Context: an optimization exercise on an open-source flow, tuned for small area. The choices shown serve that exercise and are no tape-out recipe. At most, simulation tests tie the RTL to the original design; equivalence was not proved. Power is estimated from default activity; no workload was simulated.

==> v29 <==
// lcd
module lcd(clk, LCD_E, reset, rst2, mode, a, b, push, LCD_RS, LCD_RW, SF_D, chg, cal, sw_3, hsync, vsync, vga_r, vga_g, vga_b, song_sel, led
, speakers);
make LEC_CHECK=0 ABC_AREA=1 CAP_MARGIN=20 CORE_MARGIN=2 CORE_UTILIZATION=88 CTS_BUF_LIST=sky130_fd_sc_hd__clkbuf_8 CTS_CLUSTER_SIZE=10 PLACE_DENSITY=0.95 SLEW_MARGIN=20 finish   # period 10.0 ns
run.sh (not shown) runs the stock make flow with config.mk's settings and CLKGATE_MAP_FILE= SYNTH_SCRIPT=/design/flow/synth_recipe.tcl, a recipe that flattens the netlist after the stock synthesis.
==> inputs of v39, as changes to v29 <==
- CORE_UTILIZATION: 88 -> 70
- CTS_BUF_LIST: sky130_fd_sc_hd__clkbuf_8 -> default
- CTS_CLUSTER_SIZE: 10 -> default
- PLACE_DENSITY: 0.95 -> 0.8
==> qor summary <==
| item | v39 | v29 |
|---|---|---|
| Total number of placement rows | 49 | 43 |
| Simple-Gate Fraction of Synth Area | 25.50% | 25.50% |
| Parity-gate share of the synthesized area counting xor and xnor cells | 2.909% | 2.909% |
| Area fraction in compound gates after synthesis | 20.71% | 20.71% |
| Avg Cell Area, Syn | 6.983 µm² | 6.983 µm² |
| Multiplexer share of the synthesized area | 0.07915% | 0.07915% |
| Number of synthesized register bits | 188 | 188 |
| Synth Area in Adders | 9.004% | 9.004% |
| Proportion of netlist area held by the largest area contributor | 20.26% | 20.26% |
| Initial cell density of the core | 70.88% | 90.75% |
| Die Ht | 138.4 µm | 123.9 µm |
| Total nets after synthesis | 1913 | 1913 |
| Most frequently used cell type in the post-synthesis netlist | sky130_fd_sc_hd__nand2_1 | sky130_fd_sc_hd__nand2_1 |
| Count of mapped cells out of synthesis | 1811 | 1811 |
| Combined area of all synthesized cells | 12650 µm² | 12650 µm² |
| DIE WIDTH | 138.4 µm | 123.9 µm |
| Status | no timing/DRC/antenna violations | did not finish |
| Failing step | - | 3_1_place_gp_skip_io |
| Async S/R FF share, synth | 31.91% | 31.91% |


==> run a <==
Another version of the RTL of lcd (not shown whole).
export LEC_CHECK = 0
export ABC_AREA = 1
export CAP_MARGIN = 20
export CORE_MARGIN = 2
export CORE_UTILIZATION = 70
export CTS_BUF_LIST = sky130_fd_sc_hd__clkbuf_16
export CTS_CLUSTER_DIAMETER = 100
export CTS_CLUSTER_SIZE = 30
export PLACE_DENSITY = 0.8
export SLEW_MARGIN = 20
create_clock -name core_clock -period 10.0 [get_ports {clk}]
==> run b (differences from run a) <==
CTS_BUF_LIST = sky130_fd_sc_hd__clkbuf_8   (was sky130_fd_sc_hd__clkbuf_16)
CTS_CLUSTER_DIAMETER = default   (was 100)
CTS_CLUSTER_SIZE = 10   (was 30)
==> notes <==
Run b finished clean. Run a finished clean.
Between run b and run a, the lower core utilization is in run b (gap 1.0 points).
In register-to-register slack, run b and run a hardly differ.
In sequential power, run b and run a hardly differ.
Between run a and run b, the lower clock-buffer cell count is in run b (gap 1).


==> v36: inputs <==
Another version of the RTL of lcd (not shown whole).
clock: 10.0 ns
lec_check: 0
abc_area: 1
cap_margin: 20
core_margin: 2
core_utilization: 70
place_density: 0.8
slew_margin: 20
==> inputs of v4, as changes to v36 <==
Settings changed: CTS_BUF_LIST from default to sky130_fd_sc_hd__clkbuf_8.
==> metrics.log <==
INFO  metric sh_seq_area = 27.8%
INFO  metric route.detailed.vias_per_inst = 6.01
INFO  metric fraction_of_area_in_multi_input_gates = 55.8%
INFO  metric internal-power = 1250 uW
INFO  metric clkTransAtPathRegs = 70 ps
INFO  metric powerComb = 244 uW
INFO  metric clock_cell_area_share = 4.20%
INFO  metric status = complete, no violations
INFO  metric static-leakage-power = 0.00621 uW
INFO  metric avgRoutedWirePerCell = 15.6 um
[end of results for v36]
==> metrics.log <==
INFO  metric avgRoutedWirePerCell = 15.2 um
INFO  metric static-leakage-power = 0.00613 uW
INFO  metric sh_seq_area = 28.1%
INFO  metric status = complete, no violations
INFO  metric clkTransAtPathRegs = 100 ps
[end of results for v4]
Function was not checked in any run of this note: the RTL went through the layout flow alone.

## what the ideal ports hide
The flow's constraints put no driver on any port. The routed layouts listed below were extracted and timed again, unchanged, in two steps. Step 1, drivers: a clkbuf_16 drives clk and a buf_2 each remaining input, both assumed. Step 2 times the ports against the registers' clock, not the clock port: input delays grow and output delays shrink by t, the midpoint of the rising clock arrivals with the driver on. Slacks: ideal ports / drivers / drivers and shift; pairs: ideal ports / drivers.
run | t, ns | setup WS [ns] | worst setup path at the end | cell pins on the clock port's net
v39 | 0.483 | 4.997 / 5.021 / 4.538 | input to register | 1
run a | 0.490 | 5.174 / 5.194 / 4.704 | input to register | 1
run b | 0.534 | 5.200 / 5.179 / 4.683 | input to register | 1
v36 | 0.493 | 5.549 / 5.498 / 5.648 | input to register | 1
v4 | 0.524 | 5.561 / 5.514 / 5.800 | input to register | 1
After both steps setup and hold are still met in every run listed. The setup slack of run b, which loses most, moves by -0.021 ns with the drivers and by -0.517 ns with both steps.
